What follows belongs to an exercise in optimizing a design on an open flow for small area and a short achievable clock period; a production flow would make more cautious choices.
Where RTL was checked, it was by simulation tests only, not by an equivalence proof against the original.
Only the layout flow was run in run 1; the RTL was not checked for function there.
Power figures rest on the tool's default switching activity, not on a simulated workload.

--- constraint.sdc ---
create_clock -name core_clock -period 28.0 [get_ports {clk}]
set_input_delay 5.6000 -clock core_clock [delete_from_list [all_inputs] [get_ports {clk}]]
set_output_delay 5.6000 -clock core_clock [all_outputs]
set_load 0.01 [all_outputs]
--- config.mk ---
export PLATFORM = sky130hd
export DESIGN_NAME = calc_top
export DESIGN_NICKNAME = calc_top
export VERILOG_FILES = /design/flow/design.v
export SDC_FILE = /design/flow/constraint.sdc
export NUM_CORES = 4
export LEC_CHECK = 0
export CAP_MARGIN = 20
export CORE_MARGIN = 2
export CORE_UTILIZATION = 65
export CTS_BUF_LIST = sky130_fd_sc_hd__clkbuf_16
export CTS_CLUSTER_DIAMETER = 60
export CTS_CLUSTER_SIZE = 30
export SLEW_MARGIN = 20
--- standard.sh ---
#!/bin/bash
# synth_recipe.tcl (not shown) runs the flow's synth.tcl, then flattens the netlist and writes it again
# the make line also repeats each setting of config.mk as NAME=value (left out here)
make -C /OpenROAD-flow-scripts/flow DESIGN_CONFIG=/design/flow/config.mk WORK_HOME=/design/flow/orfs CLKGATE_MAP_FILE= SYNTH_SCRIPT=/design/flow/synth_recipe.tcl "${@:-finish}"
--- flow/remap.tcl ---
# Map the standard synthesis's combinational logic again, for area.
# Registers are kept as black boxes, so their instances, names and cell
# types are untouched.
yosys -import
set lib [lindex $::env(REMAP_LIB) 0]
read_liberty -ignore_miss_func -ignore_miss_dir $lib
read_verilog $::env(REMAP_IN)
hierarchy -top $::env(REMAP_TOP)
setattr -mod -set blackbox 1 sky130_fd_sc_hd__*df*
flatten
opt_clean -purge
tee -o remap_before.txt stat
set du {}
foreach c $::env(REMAP_DONT_USE) { lappend du -dont_use $c }
abc -liberty $lib {*}$du -script "+strash;dc2;b;dch,-f;map,-D,2000;topo;dnsize"
opt_clean -purge
hilomap -singleton -hicell sky130_fd_sc_hd__conb_1 HI -locell sky130_fd_sc_hd__conb_1 LO
setundef -zero
splitnets
opt_clean -purge
insbuf -buf sky130_fd_sc_hd__buf_4 A X
read_liberty -lib -ignore_miss_func -ignore_miss_dir $lib
hierarchy -top $::env(REMAP_TOP)
tee -o remap_stat.txt stat -liberty $lib
check -assert
write_verilog -noattr -nohex -nodec $::env(REMAP_OUT)
--- flow/run.sh ---
#!/bin/bash
# Own layout flow: the standard synthesis, then the combinational logic
# between the registers is mapped again by ABC for area (the registers,
# their names and cell types stay as the standard synthesis made them),
# then the standard layout steps from floorplan to finish.
set -euo pipefail
W=$(pwd)
R=$W/orfs/results/$FLOW_PLATFORM/calc_top/base
YOSYS=yosys
[[ -x $FLOW_HOME/../tools/install/yosys/bin/yosys ]] && YOSYS=$FLOW_HOME/../tools/install/yosys/bin/yosys

bash standard.sh synth > $W/std_synth.log 2>&1
cp $R/1_2_yosys.v $W/std_netlist.v

DONT_USE=$(make -s -C $FLOW_HOME DESIGN_CONFIG=$W/config.mk WORK_HOME=$W/orfs print-DONT_USE_CELLS | sed -n 's/^DONT_USE_CELLS: *//p' | tail -1)
LIB=$(make -s -C $FLOW_HOME DESIGN_CONFIG=$W/config.mk WORK_HOME=$W/orfs print-LIB_FILES | sed -n 's/^LIB_FILES: *//p' | tail -1)
export REMAP_IN=$W/std_netlist.v REMAP_OUT=$W/remap_netlist.v REMAP_LIB="$LIB" REMAP_DONT_USE="$DONT_USE" REMAP_TOP=$FLOW_TOP
$YOSYS -c $W/flow/remap.tcl > $W/remap.log 2>&1
cp $W/remap_netlist.v $R/1_2_yosys.v
rm -f $R/1_synth.odb $R/1_synth.sdc

bash standard.sh SETUP_SLACK_MARGIN=10 BUFFER_PORTS_ARGS="-buffer_cell sky130_fd_sc_hd__buf_2" finish > $W/layout.log 2>&1
--- design.v ---
module fa(
input a,input b,input ci, output s, output co
);
reg s_out,c_out;
always @(*)
begin
s_out=a^b^ci;
c_out=a&b|a&ci|b&ci;
end
assign s=s_out;
assign co=c_out;
endmodule
module add17bit_2sComp(
   input 		     [16:0]		A,
	input 		     [16:0]		B,
	input 		         		ci,
	output		     [16:0]		calculate_out
);
wire [16:0] s;
wire [16:0] co;
fa fa0(A[0],B[0],ci,s[0],co[0]);
fa fa1(A[1],B[1],co[0],s[1],co[1]);
fa fa2(A[2],B[2],co[1],s[2],co[2]);
fa fa3(A[3],B[3],co[2],s[3],co[3]);
fa fa4(A[4],B[4],co[3],s[4],co[4]);
fa fa5(A[5],B[5],co[4],s[5],co[5]);
fa fa6(A[6],B[6],co[5],s[6],co[6]);
fa fa7(A[7],B[7],co[6],s[7],co[7]);
fa fa8(A[8],B[8],co[7],s[8],co[8]);
fa fa9(A[9],B[9],co[8],s[9],co[9]);
fa fa10(A[10],B[10],co[9],s[10],co[10]);
fa fa11(A[11],B[11],co[10],s[11],co[11]);
fa fa12(A[12],B[12],co[11],s[12],co[12]);
fa fa13(A[13],B[13],co[12],s[13],co[13]);
fa fa14(A[14],B[14],co[13],s[14],co[14]);
fa fa15(A[15],B[15],co[14],s[15],co[15]);
fa fa16(A[16],B[16],co[15],s[16],co[16]);
assign calculate_out[16:0]=s;
endmodule 
module add20bit_2sComp(
   input 		     [19:0]		A,
	input 		     [19:0]		B,
	input 		         		ci,
	output		     [19:0]		calculate_out
);
wire [19:0] s;
wire [19:0] co;
fa fa0(A[0],B[0],ci,s[0],co[0]);
fa fa1(A[1],B[1],co[0],s[1],co[1]);
fa fa2(A[2],B[2],co[1],s[2],co[2]);
fa fa3(A[3],B[3],co[2],s[3],co[3]);
fa fa4(A[4],B[4],co[3],s[4],co[4]);
fa fa5(A[5],B[5],co[4],s[5],co[5]);
fa fa6(A[6],B[6],co[5],s[6],co[6]);
fa fa7(A[7],B[7],co[6],s[7],co[7]);
fa fa8(A[8],B[8],co[7],s[8],co[8]);
fa fa9(A[9],B[9],co[8],s[9],co[9]);
fa fa10(A[10],B[10],co[9],s[10],co[10]);
fa fa11(A[11],B[11],co[10],s[11],co[11]);
fa fa12(A[12],B[12],co[11],s[12],co[12]);
fa fa13(A[13],B[13],co[12],s[13],co[13]);
fa fa14(A[14],B[14],co[13],s[14],co[14]);
fa fa15(A[15],B[15],co[14],s[15],co[15]);
fa fa16(A[16],B[16],co[15],s[16],co[16]);
fa fa17(A[17],B[17],co[16],s[17],co[17]);
fa fa18(A[18],B[18],co[17],s[18],co[18]);
fa fa19(A[19],B[19],co[18],s[19],co[19]);
assign calculate_out[19:0]=s;
endmodule 
module bin2bcd
(
	input wire [9:0] bin,
	output wire [3:0] bcd2,bcd1,bcd0,
	output reg neg
);
reg [9:0] abs_bin, rem, ones;
reg [3:0] tens, honds;
always @ (*) begin
	if (bin[9] == 1'b1) 
		begin
		abs_bin = (~bin) + 10'b00_0000_0001;
		neg = 1'b1;
		end
	else 
		begin
		abs_bin = bin;
		neg = 1'b0;
		end
	if (abs_bin >= 10'd500)
		begin
		honds = 4'h5;
		rem = abs_bin - 10'd500; 
		end 
	else if (abs_bin >= 10'd400 && abs_bin < 10'd500)
	   begin
		honds = 4'h4;
		rem = abs_bin - 10'd400;
		end
	else if (abs_bin >= 10'd300 && abs_bin < 10'd400)
	   begin
		honds = 4'h3;
		rem = abs_bin - 10'd300;
		end
	else if (abs_bin >= 10'd200 && abs_bin < 10'd300)
	   begin
		honds = 4'h2;
		rem = abs_bin - 10'd200;
		end
	else if (abs_bin >= 10'd100 && abs_bin < 10'd200)
	   begin
		honds = 4'h1;
		rem = abs_bin - 10'd100;
		end
	else 
	   begin
		honds = 4'h0;
		rem = abs_bin;
		end
	if (rem >= 10'd090)
		begin
		tens = 4'h9;
		ones = rem - 10'd090;
		end
	else if (rem >= 10'd080 && rem < 10'd090)
		begin
		tens = 4'h8;
		ones = rem - 10'd080;
		end
	else if (rem >= 10'd070 && rem < 10'd080)
		begin
		tens = 4'h7;
		ones = rem - 10'd070;
		end
	else if (rem >= 10'd060 && rem < 10'd070)
		begin
		tens = 4'h6;
		ones = rem - 10'd060;
		end
	else if (rem >= 10'd050 && rem < 10'd060)
		begin
		tens = 4'h5;
		ones = rem - 10'd050;
		end
	else if (rem >= 10'd040 && rem < 10'd050)
		begin
		tens = 4'h4;
		ones = rem - 10'd040;
		end
	else if (rem >= 10'd030 && rem < 10'd040)
		begin
		tens = 4'h3;
		ones = rem - 10'd030;
		end
	else if (rem >= 10'd020 && rem < 10'd030)
		begin
		tens = 4'h2;
		ones = rem - 10'd020;
		end
	else if (rem >= 10'd010 && rem < 10'd020)
		begin
		tens = 4'h1;
		ones = rem - 10'd010;
		end
	else 
		begin
		tens = 4'h0;
		ones = rem;
		end
end
assign bcd0 = ones [3:0];
assign bcd1 = tens;
assign bcd2 = honds;
endmodule 
module edge_detection ( 
input clock, 
input input_signal, 
output reg rising_transition
);
reg n; 
wire rising_transition_c;
assign rising_transition_c = ~n & input_signal;
always @(posedge clock) begin 
n                 <= input_signal; 
rising_transition <= rising_transition_c; 
end
endmodule
module cal(
input clk,
input [1:0] KEY,
input [6:2] SW,
input [15:0] smooth_out,
output [1:0] LEDR,
output reg nothing,
output reg [9:0] BCD_in
);
reg enable1;
reg enable2;
reg state_c, state;
reg [15:0] operand1, operand2;
wire [16:0] num1, num2, num3, num4;
wire [16:0] calculate_out1, calculate_out2;
wire load, reset;
wire reset_edge, load_edge;
assign reset = ~KEY[0];
assign load = ~KEY[1];
edge_detection my_edge1(.clock(clk),.input_signal(reset),.rising_transition(reset_edge));
edge_detection my_edge2(.clock(clk),.input_signal(load),.rising_transition(load_edge));
reg [1:0] LED;
assign LEDR[1:0] = LED[1:0];
always @ (*) begin
state_c = state;
LED = 2'b01;
enable1 = 1'b0;
enable2 = 1'b0;
case (state)
1'b0:begin LED = 2'b01; if (load_edge == 1'b1) begin state_c = 1'b1; enable1 = 1'b1; end end
1'b1:begin LED = 2'b10; if (load_edge == 1'b1) begin state_c = 1'b0; enable2 = 1'b1; end end
endcase
if (reset_edge == 1'b1) begin
state_c = 1'b0;
LED = 2'b01;
end
end
always @ (posedge clk) begin
	state <= state_c;
	if (enable1 == 1'b1) begin
		operand1 <= smooth_out;
	end
	if (enable2 == 1'b1) begin
		operand2 <= smooth_out;
   end
end
parameter smooth = 5'b00_001;
parameter operand_1 = 5'b00_010;
parameter operand_2 = 5'b00_100;
parameter add = 5'b01_000;
parameter sub = 5'b10_000;
assign num1 = {operand1[15],operand1};
assign num2 = {operand2[15],operand2};
assign num3 = {operand1[15],operand1};
assign num4 = ~({operand2[15],operand2});
always @ (*) begin
	case (SW[6:2])
	smooth: begin
		BCD_in = smooth_out[9:0];
		nothing = 1'b0;
	end
	operand_1: begin
		BCD_in = operand1[9:0];
		nothing = 1'b0;
	end
	operand_2: begin
		BCD_in = operand2[9:0];
		nothing = 1'b0;
	end
	add: begin
		BCD_in = calculate_out1[9:0];
		nothing = 1'b0;
	end
	sub: begin
		BCD_in = calculate_out2[9:0];
		nothing = 1'b0;
	end
	default: begin
		BCD_in = 10'd0;
		nothing = 1'b1;
	end
	endcase
end
add17bit_2sComp my_add(.A(num1), .B(num2), .ci(1'b0), .calculate_out(calculate_out1));
add17bit_2sComp my_sub(.A(num3), .B(num4), .ci(1'b1), .calculate_out(calculate_out2));
endmodule 
module seg7(
	output		     [7:0]		HEX0,
	output		     [7:0]		HEX1,
	output		     [7:0]		HEX2,
	output		     [7:0]		HEX3,
	output		     [7:0]		HEX4,
	output		     [7:0]		HEX5,
	input                      clk,
	input                      rst,
	input                      nothing,
   input 		     [11:0]		display,
	input                      neg
);
  reg [31:0] out; 
  reg [12:0] count, count_c;  
always @(count or rst) begin
		count_c = count + 13'd1;
		if (count == 13'd4400) begin
		count_c = 13'd0;
		end
		if (rst == 1'b1) begin
		count_c = 13'd0;
		end
end
always @ (posedge clk) begin
	count <= count_c;
end
always @(*) begin
	 case (display [3:0])  
	 4'b0000: begin 
	 out [7:0] = 8'b11000000; 
	 end 
	 4'b0001: begin 
	 out [7:0] = 8'b11111001; 
	 end 
	 4'b0010: begin 
	 out [7:0] = 8'b10100100; 
	 end 
	 4'b0011: begin 
	 out [7:0] = 8'b10110000; 
	 end 
	 4'b0100: begin 
	 out [7:0] = 8'b10011001; 
	 end 
	 4'b0101: begin 
	 out [7:0]= 8'b10010010; 
	 end 
	 4'b0110: begin 
	 out [7:0]= 8'b10000010; 
	 end 
	 4'b0111: begin 
	 out [7:0]= 8'b11111000; 
	 end
	 4'b1000: begin 
	 out [7:0]= 8'b10000000; 
	 end 
	 4'b1001: begin 
	 out [7:0]= 8'b10010000; 
	 end 
	 4'b1010: begin 
	 out [7:0]= 8'b10001000; 
	 end 
	 4'b1011: begin 
	 out [7:0]= 8'b10000011; 
	 end
	 4'b1100: begin 
	 out [7:0]= 8'b11000110; 
	 end 
	 4'b1101: begin 
	 out [7:0]= 8'b10100001; 
	 end 
	 4'b1110: begin 
	 out [7:0]= 8'b10000110; 
	 end 
	 4'b1111: begin 
	 out [7:0]= 8'b10001110; 
	 end
	 default: begin 
	 out [7:0]= 8'b11111111; 
	 end 
	 endcase 
	 case (display [7:4])  
	 4'b0000: begin 
	 out [15:8]= 8'b11000000; 
	 end 
	 4'b0001: begin 
	 out [15:8]= 8'b11111001; 
	 end 
	 4'b0010: begin 
	 out [15:8]= 8'b10100100; 
	 end 
	 4'b0011: begin 
	 out [15:8]= 8'b10110000; 
	 end 
	 4'b0100: begin 
	 out [15:8]= 8'b10011001; 
	 end 
	 4'b0101: begin 
	 out [15:8]= 8'b10010010; 
	 end 
	 4'b0110: begin 
	 out [15:8]= 8'b10000010; 
	 end 
	 4'b0111: begin 
	 out [15:8]= 8'b11111000; 
	 end
	 4'b1000: begin 
	 out [15:8]= 8'b10000000; 
	 end 
	 4'b1001: begin 
	 out [15:8]= 8'b10010000; 
	 end 
	 4'b1010: begin 
	 out [15:8]= 8'b10001000; 
	 end 
	 4'b1011: begin 
	 out [15:8]= 8'b10000011; 
	 end
	 4'b1100: begin 
	 out [15:8]= 8'b11000110; 
	 end 
	 4'b1101: begin 
	 out [15:8]= 8'b10100001; 
	 end 
	 4'b1110: begin 
	 out [15:8]= 8'b10000110; 
	 end 
	 4'b1111: begin 
	 out [15:8]= 8'b10001110; 
	 end
	 default: begin 
	 out [15:8]= 8'b11111111; 
	 end 
	 endcase 
	 case (display [11:8])  
	 4'b0000: begin 
	 out [23:16]= 8'b11000000; 
	 end 
	 4'b0001: begin 
	 out [23:16]= 8'b11111001; 
	 end 
	 4'b0010: begin 
	 out [23:16]= 8'b10100100; 
	 end 
	 4'b0011: begin 
	 out [23:16]= 8'b10110000; 
	 end 
	 4'b0100: begin 
	 out [23:16]= 8'b10011001; 
	 end 
	 4'b0101: begin 
	 out [23:16]= 8'b10010010; 
	 end 
	 4'b0110: begin 
	 out [23:16]= 8'b10000010; 
	 end 
	 4'b0111: begin 
	 out [23:16]= 8'b11111000; 
	 end
	 4'b1000: begin 
	 out [23:16]= 8'b10000000; 
	 end 
	 4'b1001: begin 
	 out [23:16]= 8'b10010000; 
	 end 
	 4'b1010: begin 
	 out [23:16]= 8'b10001000; 
	 end 
	 4'b1011: begin 
	 out [23:16]= 8'b10000011; 
	 end
	 4'b1100: begin 
	 out [23:16]= 8'b11000110; 
	 end 
	 4'b1101: begin 
	 out [23:16]= 8'b10100001; 
	 end 
	 4'b1110: begin 
	 out [23:16]= 8'b10000110; 
	 end 
	 4'b1111: begin 
	 out [23:16]= 8'b10001110; 
	 end
	 default: begin 
	 out [23:16]= 8'b11111111; 
	 end 
	 endcase 
	 case (neg)
	 1'b1: begin
	 out [31:24]= 8'b10111111;
	 end
	 default: begin 
	 out [31:24]= 8'b11111111; 
	 end 
	 endcase
    if (nothing == 1'b1) begin 
	 if (count <= 13'd2200) begin
	 out [7:0] = 8'b1011_1111;
	 out[15:8] = 8'b1011_1111;
	 out[23:16] = 8'b1011_1111; 
	 out[31:24] = 8'b1011_1111;
	 end 
	 else begin
	 out [7:0] = 8'b1111_1111;
	 out[15:8] = 8'b1111_1111;
	 out[23:16] = 8'b1111_1111; 
	 out[31:24] = 8'b1111_1111;
	 end
	 end
 end 
assign HEX0[7:0]=out[7:0];
assign HEX1[7:0]=out[15:8];
assign HEX2[7:0]=out[23:16];
assign HEX3[7:0]=out[31:24];
assign HEX4[7:0]= 8'b11111111;
assign HEX5[7:0]= 8'b11111111;
endmodule
module smooth_filter(
input clk,
input reset,
input [15:0] in,
input [1:0] SW,
output [15:0] out
);
reg [6:0] count, count_c;
wire en;
always @(reset or count) begin
	if (reset == 1'b1) begin
		count_c = 7'd0;
	end
	else begin
		count_c = count + 7'd1;
	end
end
assign en = (count == 7'd99);
reg [15:0] r1, r2, r3, r4, r5, r6, r7, r8, r9, r10, r11, r12, r13, r14, r15, r16;
always @ (posedge clk) begin
	count <= count_c;
	if (en == 1'b1) begin
		r1 <= in;
		r2 <= r1;
		r3 <= r2;
		r4 <= r3;
		r5 <= r4;
		r6 <= r5;
		r7 <= r6;
		r8 <= r7;
		r9 <= r8;
		r10 <= r9;
		r11 <= r10;
		r12 <= r11;
		r13 <= r12;
		r14 <= r13;
		r15 <= r14;
		r16 <= r15;
	end
end
reg [19:0] sum;
wire [19:0] num1, num2, num3, num4, num5, num6, num7, num8;
wire [19:0] num9, num10, num11, num12, num13, num14, num15, num16;
wire ci=1'b0;
wire [19:0] calculate_out1, calculate_out2, calculate_out3, calculate_out4,
            calculate_out5, calculate_out6, calculate_out7, calculate_out8,
				calculate_out9, calculate_out10, calculate_out11, calculate_out12,
				calculate_out13, calculate_out14, calculate_out15;
assign num1 = {{4{r1[15]}},r1};
assign num2 = {{4{r2[15]}},r2};
assign num3 = {{4{r3[15]}},r3};
assign num4 = {{4{r4[15]}},r4};
assign num5 = {{4{r5[15]}},r5};
assign num6 = {{4{r6[15]}},r6};
assign num7 = {{4{r7[15]}},r7};
assign num8 = {{4{r8[15]}},r8};
assign num9 = {{4{r9[15]}},r9};
assign num10 = {{4{r10[15]}},r10};
assign num11 = {{4{r11[15]}},r11};
assign num12 = {{4{r12[15]}},r12};
assign num13 = {{4{r13[15]}},r13};
assign num14 = {{4{r14[15]}},r14};
assign num15 = {{4{r15[15]}},r15};
assign num16 = {{4{r16[15]}},r16};
always @(*) begin
	sum = num1;
	case (SW[1:0]) 
	2'b00:begin 
		sum = num1;
	end
	2'b01:begin
		sum = calculate_out1;
		sum = sum >> 1; 
	end
	2'b10:begin
		sum = calculate_out3;
		sum = sum >> 2;  
	end
	2'b11:begin
		sum = calculate_out15;
		sum = sum >> 4;  
	end
	endcase 
end
assign out = sum[15:0];
add20bit_2sComp my_adder1 (.A(num1),.B(num2),.ci(ci),.calculate_out(calculate_out1));
add20bit_2sComp my_adder2 (.A(calculate_out1),.B(num3),.ci(ci),.calculate_out(calculate_out2));
add20bit_2sComp my_adder3(.A(calculate_out2),.B(num4),.ci(ci),.calculate_out(calculate_out3));
add20bit_2sComp my_adder4(.A(calculate_out3),.B(num5),.ci(ci),.calculate_out(calculate_out4));
add20bit_2sComp my_adder5 (.A(calculate_out4),.B(num6),.ci(ci),.calculate_out(calculate_out5));
add20bit_2sComp my_adder6(.A(calculate_out5),.B(num7),.ci(ci),.calculate_out(calculate_out6));
add20bit_2sComp my_adder7(.A(calculate_out6),.B(num8),.ci(ci),.calculate_out(calculate_out7));
add20bit_2sComp my_adder8 (.A(calculate_out7),.B(num9),.ci(ci),.calculate_out(calculate_out8));
add20bit_2sComp my_adder9(.A(calculate_out8),.B(num10),.ci(ci),.calculate_out(calculate_out9));
add20bit_2sComp my_adder10(.A(calculate_out9),.B(num11),.ci(ci),.calculate_out(calculate_out10));
add20bit_2sComp my_adder11(.A(calculate_out10),.B(num12),.ci(ci),.calculate_out(calculate_out11));
add20bit_2sComp my_adder12(.A(calculate_out11),.B(num13),.ci(ci),.calculate_out(calculate_out12));
add20bit_2sComp my_adder13(.A(calculate_out12),.B(num14),.ci(ci),.calculate_out(calculate_out13));
add20bit_2sComp my_adder14(.A(calculate_out13),.B(num15),.ci(ci),.calculate_out(calculate_out14));
add20bit_2sComp my_adder15(.A(calculate_out14),.B(num16),.ci(ci),.calculate_out(calculate_out15));
endmodule 
module calc_top (
   input              clk,
   input              rst,
   input      [15:0]  data_x,
   input      [1:0]   KEY,
   input      [6:0]   SW,
   output     [7:0]   HEX0,
   output     [7:0]   HEX1,
   output     [7:0]   HEX2,
   output     [7:0]   HEX3,
   output     [7:0]   HEX4,
   output     [7:0]   HEX5,
   output     [1:0]   LEDR
   );
reg [6:0] cnt;
wire strobe = (cnt == 7'd46);
always @(posedge clk)
   cnt <= rst ? 7'd0 : {cnt[5:0], cnt[6] ^ cnt[5] ^ (cnt[5:0] == 6'd0)};
reg [13:0] n1;                  
reg [14*15-1:0] ring;           
reg [3:0]  q;                   
reg        pend;                
reg        acc;                 
reg [13:0] sa;                  
reg [11:0] sb;                  
reg [9:0]  f2, f4, f16;         
wire q_first = (q == 4'b0001);
wire q_last  = (q == 4'b1000);  
wire q_b     = (q == 4'b1110) | (q == 4'b1100) | q_last;    
wire ins = pend & q_first;
wire [13:0] tail = ring[14*15-1:14*14];
wire [13:0] sa_sum = sa + (strobe ? data_x[13:0] : acc ? tail : 14'd0);
wire [11:0] sb_sum = sb + (strobe ? data_x[11:0] : (acc & q_b) ? tail[11:0] : 12'd0);
always @(posedge clk) begin
   ring <= {ring[14*14-1:0], ins ? n1 : tail};
   if (!ins) q <= {q[2:0], q[3] ^ q[2] | q == 4'd0};
   pend <= strobe | (pend & ~ins);
   acc  <= ins | (acc & ~q_last);
   sa <= ins ? 14'd0 : sa_sum;
   sb <= ins ? 12'd0 : sb_sum;
   if (strobe) begin
      n1  <= data_x[13:0];
      f2  <= (data_x[10:0] + n1[10:0]) >> 1;
      f4  <= sb_sum[11:2];
      f16 <= sa_sum[13:4];
   end
end
reg [9:0] f;
always @(*) begin
   case (SW[1:0])
   2'b00: f = n1[9:0];
   2'b01: f = f2;
   2'b10: f = f4;
   default: f = f16;
   endcase
end
reg kn0, kn1, reset_edge, load_edge, state;
reg [9:0] op1, op2;
always @(posedge clk) begin
   kn0 <= ~KEY[0];
   kn1 <= ~KEY[1];
   reset_edge <= ~KEY[0] & ~kn0;
   load_edge  <= ~KEY[1] & ~kn1;
   if (reset_edge) state <= 1'b0;
   else if (load_edge) state <= ~state;
   if (load_edge & ~state) op1 <= f;
   if (load_edge &  state) op2 <= f;
end
assign LEDR = (reset_edge | ~state) ? 2'b01 : 2'b10;
wire [9:0] sum_v = op1 + op2;
wire [9:0] dif_v = op1 - op2;
reg [9:0] v;
reg nothing;
always @(*) begin
   nothing = 1'b0;
   case (SW[6:2])
   5'b00001: v = f;
   5'b00010: v = op1;
   5'b00100: v = op2;
   5'b01000: v = sum_v;
   5'b10000: v = dif_v;
   default: begin v = 10'd0; nothing = 1'b1; end
   endcase
end
wire neg = v[9];
wire [8:0] m = v[8:0];
wire g1 = neg ? (m <= 9'd412) : (m >= 9'd100);
wire g2 = neg ? (m <= 9'd312) : (m >= 9'd200);
wire g3 = neg ? (m <= 9'd212) : (m >= 9'd300);
wire g4 = neg ? (m <= 9'd112) : (m >= 9'd400);
wire g5 = neg ? (m <= 9'd12)  : (m >= 9'd500);
wire [2:0] h = g5 ? 3'd5 : g4 ? 3'd4 : g3 ? 3'd3 : g2 ? 3'd2 : g1 ? 3'd1 : 3'd0;
wire [6:0] u = m[6:0] ^ {7{neg}};
wire [6:0] k = (neg ? 7'd1 : 7'd0) - (g5 ? 7'd116 : g4 ? 7'd16 : g3 ? 7'd44 : g2 ? 7'd72 : g1 ? 7'd100 : 7'd0);
wire [6:0] r = u + k;
wire t1 = r >= 7'd10, t2 = r >= 7'd20, t3 = r >= 7'd30, t4 = r >= 7'd40, t5 = r >= 7'd50,
     t6 = r >= 7'd60, t7 = r >= 7'd70, t8 = r >= 7'd80, t9 = r >= 7'd90;
wire [3:0] t = t9 ? 4'd9 : t8 ? 4'd8 : t7 ? 4'd7 : t6 ? 4'd6 : t5 ? 4'd5 :
               t4 ? 4'd4 : t3 ? 4'd3 : t2 ? 4'd2 : t1 ? 4'd1 : 4'd0;
wire [3:0] o = r[3:0] - {t[2:0], 1'b0} - {t[0], 3'b0};    
function [6:0] seg;
   input [3:0] d;
   case (d)
   4'd0: seg = 7'h40;
   4'd1: seg = 7'h79;
   4'd2: seg = 7'h24;
   4'd3: seg = 7'h30;
   4'd4: seg = 7'h19;
   4'd5: seg = 7'h12;
   4'd6: seg = 7'h02;
   4'd7: seg = 7'h78;
   4'd8: seg = 7'h00;
   default: seg = 7'h10;
   endcase
endfunction
reg        dash;
reg [11:0] bk;
wire bk_end = dash ? (bk == 12'd2371) : (bk == 12'd3233);
always @(posedge clk) begin
   if (rst) dash <= 1'b1;
   else if (bk_end) dash <= ~dash;
   bk <= (rst | bk_end) ? 12'd0 : {bk[10:0], ~(bk[11] ^ bk[10] ^ bk[9] ^ bk[3])};
end
wire [6:0] blank = dash ? 7'h3f : 7'h7f;
assign HEX0 = {1'b1, nothing ? blank : seg(o)};
assign HEX1 = {1'b1, nothing ? blank : seg(t)};
assign HEX2 = {1'b1, nothing ? blank : seg({1'b0, h})};
assign HEX3 = {1'b1, nothing ? blank : (neg ? 7'h3f : 7'h7f)};
assign HEX4 = 8'hff;
assign HEX5 = 8'hff;
endmodule
==> out/metrics.yaml, run 1 <==
grt_start_max_net_pins: 45
period_minus_slack_ns: 17.39
first_global_vias: 8741
worst_setup_path_startpoint: "SW[2]"
io-pin-count: 77
cts.reportedPaths.clkPinSlew_ns: 0.10
netSwitchingFraction: 0.300
yosys_warning_count: 1
timing.reg2reg.setup_slack_ns: 23.32
nNetsFinal: 1425
post_route_cells_drive_above_1_share: 0.0745
drt-vias-per-instance: 5.63
drv.max_cap_violation_count: 0
layout_overhead_on_the_synthesized_area_pct: 9.63
final_min_period_over_clock_period: 0.621
critPathSlowestCell: "sky130_fd_sc_hd__nor2_1"
setup_viol: 0
synthesis.instances: 1324
number_of_buffers_inserted_during_clock_tree_synthesis: 19
quantity_of_hold_fixing_buffers_added_after_cts: 0
number_of_clock_sinks: 331
post-dp-hpwl_um: 17300
dr_drc_count: 0
tightest_slew_ns: 0.986
share_clk_of_total_power: 0.314
grtUsageTotal: 0.250
worst_slew_margin_rel: 0.340
timing.rr.end: "sa[13]"
drt-wirelength-per-cell_um: 15.2
grt_antenna_before_repair: 0
route.vias.total: 9251
route.final.wire_length_um: 25100
root_buffer: "sky130_fd_sc_hd__clkbuf_16"
critical_path_peak_fanout: 18
critical-path-top-cell-by-count: "sky130_fd_sc_hd__nand2_1"
drt-pass1-iter-count: 6
vertical_extent_of_the_die_um: 142
fillers: 1419
synth.cell_area_um2: 12300
power.internal_uw: 687
end_kind: "primary output"
timing_max_transition_violations_final: 0
initial_core_util: 0.662
critical_path.endpoint: "HEX1[2]"
critical-path-max-stage-delay_ns: 0.40
gp_congestion: 0.881
fin_util: 0.726
max_freq_mhz: 57.5
power.combinational.fraction: 0.185
reg2reg_depth: 25
die_area_um2: 20100
placement.io_buffers: 48
diodes: 0
finalHoldWorstSlack_ns: 0.322
timing.clock.skew_ns: 0.0456
chipWidth_um: 142
final-hold-violation-count: 0
clock_insertion_delay_worst_skew_ns: 0.53
h-tree-depth: 1
p_seq_frac: 0.501
status: "no timing/DRC/antenna violations"
sequential_cell_area_um2: 7310
setup.worst_path.class: "input pin to primary output"
drt-initial-drc-count: 636
max-vdd-ir-drop_mv: 0.0758
rows: 50
cts_buffer_depth: 3
core_area_um2: 18600
detail-route-antenna-nets: 0
final.setup.tns_ns: 0
pwr_density_cell_nw_per_um2: 72.5
tritoncts_clock_tree: "done"
synth_area_per_cell_um2: 9.33
ff_to_ff_start: "cnt[3]"
cp-start-kind: "input pin"
required_time_worst_endpoint_ns: 22.40
leakage_uw: 0.00548
switching_power_uw: 294
critical_path_arrival_ns: 11.79
first_pass_grt_wire_length_um: 40900
globalRouteOverflowTotal: 0
grt_setup_unrepaired: "false"
hp-class: "register to register"
multiInputGateArea_um2: 4520
[worst max-delay path: cells and delay by family]
kind,cells,cell delay (ns)
simple gates,21,4.47
compound gates,6,1.44
buf+inv,2,0.27
[cell type report]
| cell class | instances | area share |
|---|---|---|
| Sequential cell | 331 | 0.540 |
| Clock inverter | 14 | 0.0140 |
| Clock buffer | 19 | 0.0351 |
| Inverter | 126 | 0.0349 |
| Tap cell | 234 | 0.0216 |
| Multi-Input combinational cell | 867 | 0.334 |
| Timing Repair Buffer | 53 | 0.0205 |
[metal layers]
layer | global-route usage | routed length, um
met1 | 0.322 | 11000
met2 | 0.439 | 12100
met3 | 0.0337 | 1360
met4 | 0.0847 | 676
met5 | 0 | 0
[placed cells by master, fill, tap and decap left out, types with 3 or more instances in the layout]
cell / instances
sky130_fd_sc_hd__a21o_1: 7
sky130_fd_sc_hd__a21oi_1: 77
sky130_fd_sc_hd__a22oi_1: 13
sky130_fd_sc_hd__a31oi_1: 17
sky130_fd_sc_hd__and2_1: 8
sky130_fd_sc_hd__buf_2: 48
sky130_fd_sc_hd__buf_4: 5
sky130_fd_sc_hd__clkbuf_16: 19
sky130_fd_sc_hd__clkinv_1: 125
sky130_fd_sc_hd__conb_1: 26
sky130_fd_sc_hd__dfxtp_1: 263
sky130_fd_sc_hd__edfxtp_1: 68
sky130_fd_sc_hd__inv_16: 3
sky130_fd_sc_hd__inv_6: 3
sky130_fd_sc_hd__maj3_1: 5
sky130_fd_sc_hd__nand2_1: 227
sky130_fd_sc_hd__nand3_1: 100
sky130_fd_sc_hd__nand3b_1: 5
sky130_fd_sc_hd__nand4_1: 37
sky130_fd_sc_hd__nor2_1: 136
sky130_fd_sc_hd__nor3_1: 19
sky130_fd_sc_hd__nor4_1: 3
sky130_fd_sc_hd__o2111ai_1: 3
sky130_fd_sc_hd__o211ai_1: 9
sky130_fd_sc_hd__o21a_1: 16
sky130_fd_sc_hd__o21ai_0: 58
sky130_fd_sc_hd__o21bai_1: 3
sky130_fd_sc_hd__o221ai_1: 3
sky130_fd_sc_hd__o22ai_1: 7
sky130_fd_sc_hd__o2bb2ai_1: 5
sky130_fd_sc_hd__or2_2: 11
sky130_fd_sc_hd__xnor2_1: 11
sky130_fd_sc_hd__xnor3_1: 5
sky130_fd_sc_hd__xor2_1: 28
[stage by stage]
step | worst slack (ns) | cells | instance area (um^2) | power [uW]
global placement | 10.11 | 1611 | 12800 | 676
global route | 10.04 | 1644 | 13500 | 1020
floorplan | 11.77 | 1349 | 12400 | 638
detailed placement | 10.09 | 1611 | 12800 | 677
CTS | 10.07 | 1644 | 13500 | 980
finish | 10.61 | 1644 | 13500 | 981
[state kept, by name (all words and copies together), names as in the netlist]
name / flops
acc: 1
bk: 12
cnt: 7
dash: 1
f16: 10
f2: 10
f4: 10
kn0: 1
kn1: 1
load_edge: 1
n1: 14
op1: 10
op2: 10
pend: 1
q: 4
reset_edge: 1
ring: 210
sa: 14
sb: 12
state: 1
[power by group through the flow]
stage	logic, uW	clock network, uW	registers (uW)
2_1_floorplan	136	0	502
3_3_place_gp	174	0	502
3_5_place_dp	174	0	503
4_1_cts	175	313	492
5_1_grt	202	330	492
6_report	181	308	492
[what timing repair did]
item / CTS / global route
resized for setup: 0 / 9
setup buffers: 0 / 0
endpoints found under the setup margin: 0 / 14
[worst min path at each step]
stage	startpoint	cells after the start	slack, ns	endpoint
after floorplan	ring[86]	0	0.31	ring[100]
after detailed placement	ring[3]	0	0.31	ring[17]
after global placement	ring[192]	0	0.31	ring[206]
after CTS	ring[52]	0	0.33	ring[66]
after global routing	ring[171]	0	0.33	ring[185]
final	ring[52]	0	0.32	ring[66]
==> run 2, diff against run 1 <==
--- a/design.v
+++ b/design.v
@@ -673,21 +673,89 @@
    endcase
 end
 wire neg = v[9];
-wire [8:0] m = v[8:0];
-wire g1 = neg ? (m <= 9'd412) : (m >= 9'd100);
-wire g2 = neg ? (m <= 9'd312) : (m >= 9'd200);
-wire g3 = neg ? (m <= 9'd212) : (m >= 9'd300);
-wire g4 = neg ? (m <= 9'd112) : (m >= 9'd400);
-wire g5 = neg ? (m <= 9'd12)  : (m >= 9'd500);
-wire [2:0] h = g5 ? 3'd5 : g4 ? 3'd4 : g3 ? 3'd3 : g2 ? 3'd2 : g1 ? 3'd1 : 3'd0;
-wire [6:0] u = m[6:0] ^ {7{neg}};
-wire [6:0] k = (neg ? 7'd1 : 7'd0) - (g5 ? 7'd116 : g4 ? 7'd16 : g3 ? 7'd44 : g2 ? 7'd72 : g1 ? 7'd100 : 7'd0);
-wire [6:0] r = u + k;
-wire t1 = r >= 7'd10, t2 = r >= 7'd20, t3 = r >= 7'd30, t4 = r >= 7'd40, t5 = r >= 7'd50,
-     t6 = r >= 7'd60, t7 = r >= 7'd70, t8 = r >= 7'd80, t9 = r >= 7'd90;
-wire [3:0] t = t9 ? 4'd9 : t8 ? 4'd8 : t7 ? 4'd7 : t6 ? 4'd6 : t5 ? 4'd5 :
-               t4 ? 4'd4 : t3 ? 4'd3 : t2 ? 4'd2 : t1 ? 4'd1 : 4'd0;
-wire [3:0] o = r[3:0] - {t[2:0], 1'b0} - {t[0], 3'b0};    
+wire [4:0] hi = v[8:4] ^ {5{neg}};
+reg [3:0] lo_o, hi_o, hi_t;
+reg lo_t;
+reg [2:0] hi_h;
+always @(*) begin
+   case ({neg, v[3:0]})
+   5'd0: begin lo_o = 4'd0; lo_t = 1'b0; end
+   5'd1: begin lo_o = 4'd1; lo_t = 1'b0; end
+   5'd2: begin lo_o = 4'd2; lo_t = 1'b0; end
+   5'd3: begin lo_o = 4'd3; lo_t = 1'b0; end
+   5'd4: begin lo_o = 4'd4; lo_t = 1'b0; end
+   5'd5: begin lo_o = 4'd5; lo_t = 1'b0; end
+   5'd6: begin lo_o = 4'd6; lo_t = 1'b0; end
+   5'd7: begin lo_o = 4'd7; lo_t = 1'b0; end
+   5'd8: begin lo_o = 4'd8; lo_t = 1'b0; end
+   5'd9: begin lo_o = 4'd9; lo_t = 1'b0; end
+   5'd10: begin lo_o = 4'd0; lo_t = 1'b1; end
+   5'd11: begin lo_o = 4'd1; lo_t = 1'b1; end
+   5'd12: begin lo_o = 4'd2; lo_t = 1'b1; end
+   5'd13: begin lo_o = 4'd3; lo_t = 1'b1; end
+   5'd14: begin lo_o = 4'd4; lo_t = 1'b1; end
+   5'd15: begin lo_o = 4'd5; lo_t = 1'b1; end
+   5'd16: begin lo_o = 4'd6; lo_t = 1'b1; end
+   5'd17: begin lo_o = 4'd5; lo_t = 1'b1; end
+   5'd18: begin lo_o = 4'd4; lo_t = 1'b1; end
+   5'd19: begin lo_o = 4'd3; lo_t = 1'b1; end
+   5'd20: begin lo_o = 4'd2; lo_t = 1'b1; end
+   5'd21: begin lo_o = 4'd1; lo_t = 1'b1; end
+   5'd22: begin lo_o = 4'd0; lo_t = 1'b1; end
+   5'd23: begin lo_o = 4'd9; lo_t = 1'b0; end
+   5'd24: begin lo_o = 4'd8; lo_t = 1'b0; end
+   5'd25: begin lo_o = 4'd7; lo_t = 1'b0; end
+   5'd26: begin lo_o = 4'd6; lo_t = 1'b0; end
+   5'd27: begin lo_o = 4'd5; lo_t = 1'b0; end
+   5'd28: begin lo_o = 4'd4; lo_t = 1'b0; end
+   5'd29: begin lo_o = 4'd3; lo_t = 1'b0; end
+   5'd30: begin lo_o = 4'd2; lo_t = 1'b0; end
+   5'd31: begin lo_o = 4'd1; lo_t = 1'b0; end
+   default: begin lo_o = 4'd0; lo_t = 1'b0; end
+   endcase
+   case (hi)
+   5'd0: begin hi_o = 4'd0; hi_t = 4'd0; hi_h = 3'd0; end
+   5'd1: begin hi_o = 4'd6; hi_t = 4'd1; hi_h = 3'd0; end
+   5'd2: begin hi_o = 4'd2; hi_t = 4'd3; hi_h = 3'd0; end
+   5'd3: begin hi_o = 4'd8; hi_t = 4'd4; hi_h = 3'd0; end
+   5'd4: begin hi_o = 4'd4; hi_t = 4'd6; hi_h = 3'd0; end
+   5'd5: begin hi_o = 4'd0; hi_t = 4'd8; hi_h = 3'd0; end
+   5'd6: begin hi_o = 4'd6; hi_t = 4'd9; hi_h = 3'd0; end
+   5'd7: begin hi_o = 4'd2; hi_t = 4'd1; hi_h = 3'd1; end
+   5'd8: begin hi_o = 4'd8; hi_t = 4'd2; hi_h = 3'd1; end
+   5'd9: begin hi_o = 4'd4; hi_t = 4'd4; hi_h = 3'd1; end
+   5'd10: begin hi_o = 4'd0; hi_t = 4'd6; hi_h = 3'd1; end
+   5'd11: begin hi_o = 4'd6; hi_t = 4'd7; hi_h = 3'd1; end
+   5'd12: begin hi_o = 4'd2; hi_t = 4'd9; hi_h = 3'd1; end
+   5'd13: begin hi_o = 4'd8; hi_t = 4'd0; hi_h = 3'd2; end
+   5'd14: begin hi_o = 4'd4; hi_t = 4'd2; hi_h = 3'd2; end
+   5'd15: begin hi_o = 4'd0; hi_t = 4'd4; hi_h = 3'd2; end
+   5'd16: begin hi_o = 4'd6; hi_t = 4'd5; hi_h = 3'd2; end
+   5'd17: begin hi_o = 4'd2; hi_t = 4'd7; hi_h = 3'd2; end
+   5'd18: begin hi_o = 4'd8; hi_t = 4'd8; hi_h = 3'd2; end
+   5'd19: begin hi_o = 4'd4; hi_t = 4'd0; hi_h = 3'd3; end
+   5'd20: begin hi_o = 4'd0; hi_t = 4'd2; hi_h = 3'd3; end
+   5'd21: begin hi_o = 4'd6; hi_t = 4'd3; hi_h = 3'd3; end
+   5'd22: begin hi_o = 4'd2; hi_t = 4'd5; hi_h = 3'd3; end
+   5'd23: begin hi_o = 4'd8; hi_t = 4'd6; hi_h = 3'd3; end
+   5'd24: begin hi_o = 4'd4; hi_t = 4'd8; hi_h = 3'd3; end
+   5'd25: begin hi_o = 4'd0; hi_t = 4'd0; hi_h = 3'd4; end
+   5'd26: begin hi_o = 4'd6; hi_t = 4'd1; hi_h = 3'd4; end
+   5'd27: begin hi_o = 4'd2; hi_t = 4'd3; hi_h = 3'd4; end
+   5'd28: begin hi_o = 4'd8; hi_t = 4'd4; hi_h = 3'd4; end
+   5'd29: begin hi_o = 4'd4; hi_t = 4'd6; hi_h = 3'd4; end
+   5'd30: begin hi_o = 4'd0; hi_t = 4'd8; hi_h = 3'd4; end
+   5'd31: begin hi_o = 4'd6; hi_t = 4'd9; hi_h = 3'd4; end
+   default: begin hi_o = 4'd0; hi_t = 4'd0; hi_h = 3'd0; end
+   endcase
+end
+wire [4:0] os = hi_o + lo_o;
+wire c1 = os >= 5'd10;
+wire [3:0] o = c1 ? os - 5'd10 : os;
+wire [4:0] ts = hi_t + lo_t + c1;
+wire c2 = ts >= 5'd10;
+wire [3:0] t = c2 ? ts - 5'd10 : ts;
+wire [2:0] h = hi_h + c2;
 function [6:0] seg;
    input [3:0] d;
    case (d)
==> flow/run.sh (replaced) <==
#!/bin/bash
# Own layout flow: the standard synthesis, then the combinational logic
# between the registers is mapped again by ABC (the registers, their names
# and cell types stay as the standard synthesis made them), then the standard flow's
# standard layout steps from floorplan to finish, with timing repair aiming
# past zero slack and plain buffers on the ports.
set -euo pipefail
W=$(pwd)
R=$W/orfs/results/$FLOW_PLATFORM/calc_top/base
ABC_SCRIPT="+strash;dc2;b;dch,-f;map,-D,2000;topo;dnsize"
MARGIN=11
YOSYS=yosys
[[ -x $FLOW_HOME/../tools/install/yosys/bin/yosys ]] && YOSYS=$FLOW_HOME/../tools/install/yosys/bin/yosys

bash standard.sh synth > $W/std_synth.log 2>&1
cp $R/1_2_yosys.v $W/std_netlist.v

DONT_USE=$(make -s -C $FLOW_HOME DESIGN_CONFIG=$W/config.mk WORK_HOME=$W/orfs print-DONT_USE_CELLS | sed -n 's/^DONT_USE_CELLS: *//p' | tail -1)
LIB=$(make -s -C $FLOW_HOME DESIGN_CONFIG=$W/config.mk WORK_HOME=$W/orfs print-LIB_FILES | sed -n 's/^LIB_FILES: *//p' | tail -1)
export REMAP_IN=$W/std_netlist.v REMAP_OUT=$W/remap_netlist.v REMAP_LIB="$LIB" \
       REMAP_DONT_USE="$DONT_USE" REMAP_TOP=$FLOW_TOP REMAP_SCRIPT="$ABC_SCRIPT"
$YOSYS -c $W/flow/remap.tcl > $W/remap.log 2>&1
cp $W/remap_netlist.v $R/1_2_yosys.v
rm -f $R/1_synth.odb $R/1_synth.sdc

bash standard.sh SETUP_SLACK_MARGIN=$MARGIN \
   BUFFER_PORTS_ARGS="-buffer_cell sky130_fd_sc_hd__buf_2" finish > $W/layout.log 2>&1
--- a/flow/remap.tcl
+++ b/flow/remap.tcl
@@ -12,7 +12,7 @@
 tee -o remap_before.txt stat
 set du {}
 foreach c $::env(REMAP_DONT_USE) { lappend du -dont_use $c }
-abc -liberty $lib {*}$du -script "+strash;dc2;b;dch,-f;map,-D,2000;topo;dnsize"
+abc -liberty $lib {*}$du -script $::env(REMAP_SCRIPT)
 opt_clean -purge
 hilomap -singleton -hicell sky130_fd_sc_hd__conb_1 HI -locell sky130_fd_sc_hd__conb_1 LO
 setundef -zero
==> run 2 against run 1 <==
Compared with the run above: utilization grew 0.51 points; non-clock buffer count shrank 2; count of clock-buffer cells in the layout is the same; synthesized area shrank 2.4%; setup slack gained 1.1 ns; worst hold slack is essentially flat.
==> out/metrics.yaml, run 2 <==
max_freq_mhz: 61.2  # was 57.5 MHz
required_time_worst_endpoint_ns: 22.40  # about the same
period_minus_slack_ns: 16.34  # was 17.39 ns
placedCellCount: 1589  # was 1611
route.vias.total: 8926  # was 9251
critical_path_arrival_ns: 10.74  # was 11.79 ns
vertical_extent_of_the_die_um: 140  # was 142 um
drt-pass1-iter-count: 23  # was 6
wl_met2_um: 12300  # was 12100 um
hp-class: "register to register"  # unchanged
met3_routed_wirelength_um: 962  # was 1360 um
first_pass_grt_wire_length_um: 40100  # was 40900 um
final.setup.tns_ns: 0  # unchanged
post-dp-hpwl_um: 16600  # was 17300 um
number_of_clock_sinks: 331  # unchanged
max-vdd-ir-drop_mv: 0.0674  # was 0.0758 mV
total_power_uw: 903  # was 981 uW
h-tree-depth: 1  # unchanged
power.combinational.fraction: 0.111  # was 0.185
worst_slew_margin_rel: 0.294  # was 0.340
tritoncts_clock_tree: "done"  # unchanged
diodes: 0  # unchanged
pwr_density_cell_nw_per_um2: 68.3  # was 72.5 nW/um^2
globalRouteOverflowTotal: 0  # unchanged
detail-route-antenna-nets: 0  # unchanged
critical-path-top-cell-by-count: "sky130_fd_sc_hd__nand2_1"  # unchanged
setup.worst_path.class: "input pin to primary output"  # unchanged
clock_insertion_delay_worst_skew_ns: 0.53  # about the same
drt-vias-per-instance: 5.51  # was 5.63
grt_antenna_before_repair: 1  # was 0
end_kind: "primary output"  # unchanged
synth_area_per_cell_um2: 9.21  # was 9.33 um^2
drt-wirelength-per-cell_um: 15.2  # about the same
placement.io_buffers: 48  # unchanged
drv.max_cap_violation_count: 0  # unchanged
commonest_non_fill_non_tap_cell_in_the_layout: "sky130_fd_sc_hd__dfxtp_1"  # unchanged
final_cells: 1620  # was 1644
quantity_of_hold_fixing_buffers_added_after_cts: 0  # unchanged
p_seq_frac: 0.554  # was 0.501
netSwitchingFraction: 0.265  # was 0.300
leakage_uw: 0.00533  # was 0.00548 uW
critical-path-max-stage-delay_ns: 0.45  # was 0.40 ns
setup_viol: 0  # unchanged
chipWidth_um: 140  # was 142 um
number_of_buffers_inserted_during_clock_tree_synthesis: 18  # was 19
yosys_warning_count: 1  # unchanged
maxUsedRoutingLayer: "met4"  # unchanged
power.internal_uw: 664  # was 687 uW
timing.clock.skew_ns: 0.0442  # was 0.0456 ns
synth.cell_area_um2: 12100  # was 12300 um^2
gp_congestion: 0.866  # was 0.881
route.final.wire_length_um: 24600  # was 25100 um
switching_power_uw: 240  # was 294 uW
layout_overhead_on_the_synthesized_area_pct: 9.75  # was 9.63%
dr_drc_count: 0  # unchanged
final-hold-violation-count: 0  # unchanged
cts_buffer_depth: 3  # unchanged
post_route_cells_drive_above_1_share: 0.0762  # was 0.0745
grtUsageTotal: 0.251  # was 0.250
fin_util: 0.731  # was 0.726
initial_core_util: 0.666  # was 0.662
drt-initial-drc-count: 507  # was 636
nNetsFinal: 1407  # was 1425
largest_register_ff_count: 210  # unchanged
reg.largest.list: "ring (210), n1 (14), sa (14)"  # unchanged
rows: 49  # was 50
status: "no timing/DRC/antenna violations"  # unchanged
cts.reportedPaths.clkPinSlew_ns: 0.10  # about the same
grt_start_max_net_pins: 52  # was 45
met1Wirelength_um: 10600  # was 11000 um
timing_max_transition_violations_final: 0  # unchanged
share_clk_of_total_power: 0.336  # was 0.314
grt_setup_unrepaired: "false"  # unchanged
root_buffer: "sky130_fd_sc_hd__clkbuf_16"  # unchanged
die_area_um2: 19600  # was 20100 um^2
critical_path_peak_fanout: 13  # was 18
top_register_by_number_of_flip_flops: "ring"  # unchanged
first_global_vias: 8506  # was 8741
layout.cells.most_common_list: "sky130_fd_sc_hd__dfxtp_1 (263), sky130_fd_sc_hd__nand2_1 (249), sky130_fd_sc_hd__nor2_1 (158), sky130_fd_sc_hd__clkinv_1 (157), sky130_fd_sc_hd__a21oi_1 (70)"  # was sky130_fd_sc_hd__dfxtp_1 (263), sky130_fd_sc_hd__nand2_1 (227), sky130_fd_sc_hd__nor2_1 (136), sky130_fd_sc_hd__clkinv_1 (125), sky130_fd_sc_hd__nand3_1 (100)
tightest_slew_ns: 1.06  # was 0.986 ns
core_area_um2: 18100  # was 18600 um^2
final_min_period_over_clock_period: 0.583  # was 0.621
synthesis.instances: 1309  # was 1324
io-pin-count: 77  # unchanged
critPathSlowestCell: "sky130_fd_sc_hd__o211ai_1"  # was sky130_fd_sc_hd__nor2_1
cp-start-kind: "input pin"  # unchanged
[run 2: final cells by class]
class                           instances  area, um^2
Clock buffer                           19         475
Clock inverter                         12         169
Fill cell                            1324        4860
Inverter                              158         593
Multi-Input combinational cell        820        4130
Sequential cell                       331        7310
Tap cell                              229         287
Timing Repair Buffer                   51         263
[run 2: metal layers]
metal / track usage / vias to the layer above
li1: - / 4459
met1: 0.312 / 4179
met2: 0.456 / 226
met3: 0.0287 / 62
met4: 0.0829 / 0
met5: 0 / -
[run 2: final timing paths]
path / startpoint / to / slack [ns] / cells past startpoint
worst max-delay path: SW[3] / HEX2[5] / 11.66 / 29
worst min-delay path: ring[182] / ring[196] / 0.32 / 0
worst max register to register: cnt[4] / f16[9] / 21.47 / 27
worst min register to register: ring[182] / ring[196] / 0.32 / 0
[run 2: through the flow]
step                      area (um^2)  hold slack, ns  setup slack [ns]
after global placement          12500           0.309             11.05
after global routing            13200           0.333             11.06
after detailed placement        12500           0.312             10.93
after floorplan                 12100           0.310             12.20
final                           13200           0.321             11.66
after CTS                       13200           0.326             11.01
[run 2: power groups by stage]
stage	logic [uW]	registers, uW	clock network [uW]
2_1_floorplan	74.8	509	0
3_3_place_gp	94.4	510	0
3_5_place_dp	96.3	511	0
4_1_cts	97.4	500	307
5_1_grt	113	501	324
6_report	100	500	303
[run 2: what timing repair did]
action                     in CTS  in global routing
setup buffers                   0                  0
pin swaps                       0                  2
resized for setup               1                 13
hold endpoints to repair        0                  0
setup endpoints to repair      14                 21
[run 2: worst max-delay path, delay by kind of cell]
| family | cells | cell delay [ns] |
|---|---|---|
| AND/OR/NAND/NOR | 19 | 2.93 |
| AO/OA/AOI/OAI | 8 | 1.91 |
| buffers and inverters | 2 | 0.28 |
==> run 3, diff against run 2 <==
--- a/flow/run.sh
+++ b/flow/run.sh
@@ -7,8 +7,8 @@
 set -euo pipefail
 W=$(pwd)
 R=$W/orfs/results/$FLOW_PLATFORM/calc_top/base
-ABC_SCRIPT="+strash;dc2;b;dch,-f;map,-D,2000;topo;dnsize"
-MARGIN=11
+ABC_SCRIPT="+strash;dc2;b;dch,-f;map,-D,3000;topo;dnsize"
+MARGIN=10
 YOSYS=yosys
 [[ -x $FLOW_HOME/../tools/install/yosys/bin/yosys ]] && YOSYS=$FLOW_HOME/../tools/install/yosys/bin/yosys
 
==> run 3 against run 2 <==
Compared with the run above: still clean on timing, DRC and antenna; design area down 1.1%; register-to-register slack gained 0.85 ns; utilization shrank 0.58 points; fmax decreased by 4.5%; critical endpoint is now HEX1[0]; largest cell class unchanged.
==> out/metrics.yaml, run 3 <==
worst_path_dominant_cell_family: "simple AND/OR/NAND/NOR gates"  # unchanged
synth_area_per_cell_um2: 9.24  # was 9.21 um^2
cts_buffer_depth: 3  # unchanged
nNetsFinal: 1392  # was 1407
largest_register_ff_count: 210  # unchanged
layout.cells.most_common_list: "sky130_fd_sc_hd__dfxtp_1 (263), sky130_fd_sc_hd__nand2_1 (247), sky130_fd_sc_hd__clkinv_1 (163), sky130_fd_sc_hd__nor2_1 (152), sky130_fd_sc_hd__edfxtp_1 (68)"  # was sky130_fd_sc_hd__dfxtp_1 (263), sky130_fd_sc_hd__nand2_1 (249), sky130_fd_sc_hd__nor2_1 (158), sky130_fd_sc_hd__clkinv_1 (157), sky130_fd_sc_hd__a21oi_1 (70)
timing.clock.skew_ns: 0.0328  # was 0.0442 ns
post-dp-hpwl_um: 15600  # was 16600 um
worst_slew_margin_rel: 0.343  # was 0.294
globalRouteOverflowTotal: 0  # unchanged
first_global_vias: 8266  # was 8506
drt-wirelength-per-cell_um: 14.3  # was 15.2 um
post_route_cells_drive_above_1_share: 0.0675  # was 0.0762
timing.rr.end: "f16[9]"  # unchanged
commonest_non_fill_non_tap_cell_in_the_layout: "sky130_fd_sc_hd__dfxtp_1"  # unchanged
finalHoldWorstSlack_ns: 0.317  # was 0.321 ns
timing.critical_path.buf_inv: 3  # was 2
synthesis.instances: 1294  # was 1309
grtUsageTotal: 0.237  # was 0.251
placement.io_buffers: 48  # unchanged
critical-path-max-stage-delay_ns: 0.43  # was 0.45 ns
final_min_period_over_clock_period: 0.611  # was 0.583
timing.reg2reg.setup_slack_ns: 22.32  # was 21.47 ns
ff_to_ff_start: "cnt[4]"  # unchanged
grt_setup_unrepaired: "false"  # unchanged
layout_overhead_on_the_synthesized_area_pct: 9.39  # was 9.75%
max-vdd-ir-drop_mv: 0.0801  # was 0.0674 mV
route.final.wire_length_um: 23000  # was 24600 um
rows: 49  # unchanged
max_freq_mhz: 58.5  # was 61.2 MHz
reg2reg_depth: 28  # was 27
top_register_by_number_of_flip_flops: "ring"  # unchanged
total_power_uw: 901  # was 903 uW
cp-start-kind: "input pin"  # unchanged
worstHoldStart: "ring[139]"  # was ring[182]
status: "no timing/DRC/antenna violations"  # unchanged
critPathSlowestCell: "sky130_fd_sc_hd__o211ai_1"  # unchanged
dr_drc_count: 0  # unchanged
number_of_clock_sinks: 331  # unchanged
cts.reportedPaths.clkPinSlew_ns: 0.11  # was 0.10 ns
critical_path_arrival_ns: 11.50  # was 10.74 ns
synth.cell_area_um2: 12000  # was 12100 um^2
route.vias.total: 8587  # was 8926
final-hold-violation-count: 0  # unchanged
pwr_density_cell_nw_per_um2: 68.9  # was 68.3 nW/um^2
period_minus_slack_ns: 17.10  # was 16.34 ns
root_buffer: "sky130_fd_sc_hd__clkbuf_16"  # unchanged
leakage_uw: 0.00527  # was 0.00533 uW
endpoint_of_the_worst_hold_timing_path: "ring[153]"  # was ring[196]
chipWidth_um: 140  # about the same
clock_insertion_delay_worst_skew_ns: 0.51  # was 0.53 ns
setup.worst_path.class: "input pin to primary output"  # unchanged
hp-class: "register to register"  # unchanged
grt_start_max_net_pins: 50  # was 52
initial_core_util: 0.663  # was 0.666
die_area_um2: 19500  # was 19600 um^2
reg.largest.list: "ring (210), n1 (14), sa (14)"  # unchanged
drt-initial-drc-count: 539  # was 507
drt-pass1-iter-count: 4  # was 23
core_area_um2: 18000  # was 18100 um^2
holdPathStages: 0  # unchanged
required_time_worst_endpoint_ns: 22.40  # about the same
h-tree-depth: 1  # unchanged
first_pass_grt_wire_length_um: 38100  # was 40100 um
vertical_extent_of_the_die_um: 140  # about the same
critical-path-top-cell-by-count: "sky130_fd_sc_hd__nand3_1"  # was sky130_fd_sc_hd__nand2_1
tritoncts_clock_tree: "done"  # unchanged
number_of_buffers_inserted_during_clock_tree_synthesis: 18  # unchanged
drt-vias-per-instance: 5.34  # was 5.51
final.setup.tns_ns: 0  # unchanged
io-pin-count: 77  # unchanged
end_kind: "primary output"  # unchanged
fillers: 1348  # was 1324
grt_antenna_before_repair: 1  # unchanged
setup_viol: 0  # unchanged
drv.max_cap_violation_count: 0  # unchanged
postCtsSetupBuffers: 0  # unchanged
timing_max_transition_violations_final: 0  # unchanged
yosys_warning_count: 1  # unchanged
tightest_slew_ns: 0.978  # was 1.06 ns
gp_congestion: 0.864  # was 0.866
detail-route-antenna-nets: 0  # unchanged
critical_path_peak_fanout: 10  # was 13
-- run 3: cell type report --
type,count,area (um^2),area share
clock buffers,20,500,0.0383
flip-flops and latches,331,7310,0.559
inverters,163,612,0.0468
clock inverters,12,146,0.0112
diodes,1,2.50,0.000191
well taps,229,287,0.0219
repair buffers,51,263,0.0201
multi-input cells,800,3960,0.303
-- run 3: worst max path at each step --
stage               startpoint       to  slack [ns]  cells after the start
finish                   SW[3]  HEX1[0]       10.90                     28
global placement         SW[3]  HEX1[0]       10.66                     28
detailed placement       SW[3]  HEX1[0]       10.62                     28
floorplan                SW[3]  HEX1[0]       11.96                     26
CTS                      SW[3]  HEX1[0]       10.62                     28
global route             SW[2]  HEX2[1]       10.04                     28
-- run 3: per-stage QoR --
step,instances,cell area [um^2],utilization,worst slack (ns)
2_1_floorplan,1319,12000,-,11.96
3_3_place_gp,1574,12400,0.689,10.66
3_5_place_dp,1574,12400,0.689,10.62
4_1_cts,1606,13100,0.724,10.62
5_1_grt,1607,13100,0.725,10.04
6_report,1607,13100,0.725,10.90
-- run 3: routing by layer --
layer | vias to the layer above | global-route usage | share of wire
met4 | 0 | 0.0963 | 0.031
met3 | 56 | 0.0313 | 0.039
li1 | 4381 | - | -
met2 | 192 | 0.412 | 0.48
met5 | - | 0 | 0
met1 | 3958 | 0.303 | 0.45
-- run 3: worst register-to-register path, delay by kind of cell, from the launching register on --
kind / cells / cell delay (ns)
flip-flops: 1 / 0.36
buffers and inverters: 4 / 0.85
AND/OR/NAND/NOR: 18 / 3.01
AO/OA/AOI/OAI: 6 / 1.31
-- run 3: what timing repair did --
action                                  CTS  global route
resized for setup                         0             2
endpoints found under the setup margin    0            19
hold buffers                              0             0
-- run 3: where the power goes --
group / internal [uW] / switching [uW] / total [uW]
Sequential: 496 / 4.68 / 500
Clock: 140 / 162 / 302
Combinational: 32.7 / 66.4 / 99.0
==> run 4, diff against run 3 <==
--- a/design.v
+++ b/design.v
@@ -659,19 +659,10 @@
 assign LEDR = (reset_edge | ~state) ? 2'b01 : 2'b10;
 wire [9:0] sum_v = op1 + op2;
 wire [9:0] dif_v = op1 - op2;
-reg [9:0] v;
-reg nothing;
-always @(*) begin
-   nothing = 1'b0;
-   case (SW[6:2])
-   5'b00001: v = f;
-   5'b00010: v = op1;
-   5'b00100: v = op2;
-   5'b01000: v = sum_v;
-   5'b10000: v = dif_v;
-   default: begin v = 10'd0; nothing = 1'b1; end
-   endcase
-end
+wire [9:0] v = ({10{SW[2]}} & f)   | ({10{SW[3]}} & op1)   | ({10{SW[4]}} & op2) |
+               ({10{SW[5]}} & sum_v) | ({10{SW[6]}} & dif_v);
+wire nothing = (SW[6:2] != 5'b00001) & (SW[6:2] != 5'b00010) & (SW[6:2] != 5'b00100) &
+               (SW[6:2] != 5'b01000) & (SW[6:2] != 5'b10000);
 wire neg = v[9];
 wire [4:0] hi = v[8:4] ^ {5{neg}};
 reg [3:0] lo_o, hi_o, hi_t;
--- a/flow/run.sh
+++ b/flow/run.sh
@@ -7,8 +7,8 @@
 set -euo pipefail
 W=$(pwd)
 R=$W/orfs/results/$FLOW_PLATFORM/calc_top/base
-ABC_SCRIPT="+strash;dc2;b;dch,-f;map,-D,3000;topo;dnsize"
-MARGIN=10
+ABC_SCRIPT="+strash;dc2;b;dch,-f;map,-D,2000;topo;dnsize"
+MARGIN=12
 YOSYS=yosys
 [[ -x $FLOW_HOME/../tools/install/yosys/bin/yosys ]] && YOSYS=$FLOW_HOME/../tools/install/yosys/bin/yosys
 
==> run 4 against run 3 <==
Compared with the run above: highest routed layer unchanged; clock skew is 0.0029 ns lower; synthesized area is 0.44% higher; critical path depth is 6 lower; total power is 3.8% higher.
==> out/metrics.yaml, run 4 <==
diodes: 0  # was 1
layout.cells.most_common_list: "sky130_fd_sc_hd__dfxtp_1 (263), sky130_fd_sc_hd__nand2_1 (216), sky130_fd_sc_hd__nor2_1 (160), sky130_fd_sc_hd__clkinv_1 (138), sky130_fd_sc_hd__o21ai_0 (84)"  # was sky130_fd_sc_hd__dfxtp_1 (263), sky130_fd_sc_hd__nand2_1 (247), sky130_fd_sc_hd__clkinv_1 (163), sky130_fd_sc_hd__nor2_1 (152), sky130_fd_sc_hd__edfxtp_1 (68)
final_cells: 1612  # was 1607
final-hold-violation-count: 0  # unchanged
fillers: 1292  # was 1348
grt_start_max_net_pins: 46  # was 50
detail-route-antenna-nets: 0  # unchanged
tightest_slew_ns: 0.972  # was 0.978 ns
reg.largest.list: "ring (210), n1 (14), sa (14)"  # unchanged
clock_insertion_delay_worst_skew_ns: 0.52  # was 0.51 ns
number_of_buffers_inserted_during_clock_tree_synthesis: 19  # was 18
fin_util: 0.734  # was 0.725
core_area_um2: 18000  # unchanged
route.vias.total: 8885  # was 8587
sequential_cell_area_um2: 7310  # unchanged
setup.worst_path.class: "input pin to primary output"  # unchanged
globalRouteOverflowTotal: 0  # unchanged
critical_path_arrival_ns: 10.03  # was 11.50 ns
critical-path-max-stage-delay_ns: 0.46  # was 0.43 ns
placedCellCount: 1576  # was 1574
required_time_worst_endpoint_ns: 22.40  # about the same
nNetsFinal: 1397  # was 1392
post_route_cells_drive_above_1_share: 0.0810  # was 0.0675
commonest_non_fill_non_tap_cell_in_the_layout: "sky130_fd_sc_hd__dfxtp_1"  # unchanged
gp_congestion: 0.894  # was 0.864
placement.io_buffers: 48  # unchanged
cp_cell_sequence: "buf_2 > clkinv_2 > a21oi_1 > a22oi_1 > nand2_1 > o221ai_1 > a31o_2 > clkinv_1 > nand3_2 > a22oi_1 > clkinv_1 > o21bai_1 > o21bai_1 > nand4_1 > o22ai_2 > a31oi_1 > o22ai_2 > nand4_1 > o21ai_1 > a21oi_1 > o21ai_0 > buf_2"
final_min_period_over_clock_period: 0.558  # was 0.611
largest_register_ff_count: 210  # unchanged
critPathSlowestCell: "sky130_fd_sc_hd__a22oi_1"  # was sky130_fd_sc_hd__o211ai_1
drv.max_cap_violation_count: 0  # unchanged
pwr_density_cell_nw_per_um2: 70.6  # was 68.9 nW/um^2
layout_overhead_on_the_synthesized_area_pct: 10.2  # was 9.39%
initial_core_util: 0.666  # was 0.663
grt_antenna_before_repair: 0  # was 1
end_kind: "primary output"  # unchanged
status: "no timing/DRC/antenna violations"  # unchanged
die_area_um2: 19600  # was 19500 um^2
drt-vias-per-instance: 5.51  # was 5.34
h-tree-depth: 1  # unchanged
multiInputGateArea_um2: 4140  # was 3960 um^2
first_pass_grt_wire_length_um: 40700  # was 38100 um
rows: 49  # unchanged
root_buffer: "sky130_fd_sc_hd__clkbuf_16"  # unchanged
timing.clock.skew_ns: 0.0299  # was 0.0328 ns
timing_max_transition_violations_final: 0  # unchanged
setup_viol: 0  # unchanged
post-dp-hpwl_um: 16900  # was 15600 um
synthesis.instances: 1296  # was 1294
synth_area_per_cell_um2: 9.26  # was 9.24 um^2
tritoncts_clock_tree: "done"  # unchanged
grt_setup_unrepaired: "false"  # unchanged
cp-start-kind: "input pin"  # unchanged
grtUsageTotal: 0.256  # was 0.237
synth.cell_area_um2: 12000  # about the same
first_global_vias: 8590  # was 8266
number_of_clock_sinks: 331  # unchanged
max-vdd-ir-drop_mv: 0.0743  # was 0.0801 mV
drt-wirelength-per-cell_um: 15.6  # was 14.3 um
route.final.wire_length_um: 25100  # was 23000 um
top_register_by_number_of_flip_flops: "ring"  # unchanged
dr_drc_count: 0  # unchanged
critical_path_peak_fanout: 13  # was 10
drt-initial-drc-count: 535  # was 539
vertical_extent_of_the_die_um: 140  # about the same
worst_slew_margin_rel: 0.350  # was 0.343
io-pin-count: 77  # unchanged
cts.reportedPaths.clkPinSlew_ns: 0.11  # about the same
period_minus_slack_ns: 15.63  # was 17.10 ns
drt-pass1-iter-count: 5  # was 4
yosys_warning_count: 1  # unchanged
chipWidth_um: 140  # about the same
hp-class: "register to register"  # unchanged
leakage_uw: 0.00528  # was 0.00527 uW
max_freq_mhz: 64.0  # was 58.5 MHz
final.setup.tns_ns: 0  # unchanged
cts_buffer_depth: 3  # unchanged
-- run 4: per-stage QoR --
stage | instance area, um^2 | setup slack [ns] | hold slack [ns] | power [uW]
after floorplan | 12100 | 12.83 | 0.310 | 600
after global placement | 12500 | 11.17 | 0.310 | 627
after detailed placement | 12500 | 11.17 | 0.312 | 629
after CTS | 13200 | 12.13 | 0.314 | 936
after global routing | 13200 | 11.99 | 0.315 | 973
final | 13200 | 12.37 | 0.314 | 935
-- run 4: critical path: cells and delay by family --
kind                   cells  cell delay (ns)
AOI/OAI and AO/OA         13             2.75
buffers and inverters      5             1.00
and+or+nand+nor            4             0.65
-- run 4: metal layers --
metal  GRT usage  wire [um]  vias to the layer above
met1       0.315      10400                     4104
met4      0.0963        785                        0
met2       0.462      12800                      251
met3      0.0297       1070                       61
li1            -          -                     4469
met5           0          0                        -
-- run 4: final cells by class --
type                            count  area share
Sequential cell                   331       0.552
Clock inverter                     14      0.0147
Timing Repair Buffer               53      0.0210
Inverter                          140      0.0400
Tap cell                          229      0.0216
Multi-Input combinational cell    825       0.313
Clock buffer                       20      0.0378
-- run 4: final timing paths --
| kind | startpoint | depth (start not counted) | slack (ns) | to |
|---|---|---|---|---|
| worst min-delay path | ring[140] | 0 | 0.31 | ring[154] |
| worst max-delay path | SW[1] | 22 | 12.37 | HEX2[0] |
| worst min register to register | ring[140] | 0 | 0.31 | ring[154] |
| worst max register to register | cnt[3] | 20 | 23.25 | f16[9] |
-- run 4: power breakdown --
part | switching (uW) | leakage, uW | internal, uW
Sequential | 2.18 | 0.00276 | 489
Clock | 168 | 0.000344 | 143
Combinational | 88.9 | 0.00218 | 43.3
-- run 4: what timing repair did --
action                                 CTS  global route
endpoints found under the hold margin    0             0
setup endpoints to repair               21            15
setup buffers                            0             2
pin swaps                                0             0
hold buffers                             0             0
gates resized for setup                  6             9
gates cloned                             0             0

==> what the ideal ports hide <==
The results above use ideal ports. As a check the final layouts listed here were re-extracted and re-timed, cells and wires unchanged.
Step 1 assumes that a clkbuf_16 drives the clock port and a buf_2 every other input.
Step 2 times the ports against the registers' clock, not the clock port: input delays grow and output delays shrink by t, the midpoint of the rising clock arrivals with the driver on.
Three values: ideal, step 1, step 2; two values: the first two.
| run | t, ns | setup slack, ns |
|---|---|---|
| run 1 | 0.552 | 10.607 / 10.587 / 10.587 |
| run 2 | 0.557 | 11.664 / 11.644 / 11.644 |
| run 3 | 0.543 | 10.899 / 10.879 / 10.879 |
| run 4 | 0.554 | 12.369 / 12.347 / 12.347 |
After both steps every run listed still meets setup and hold.
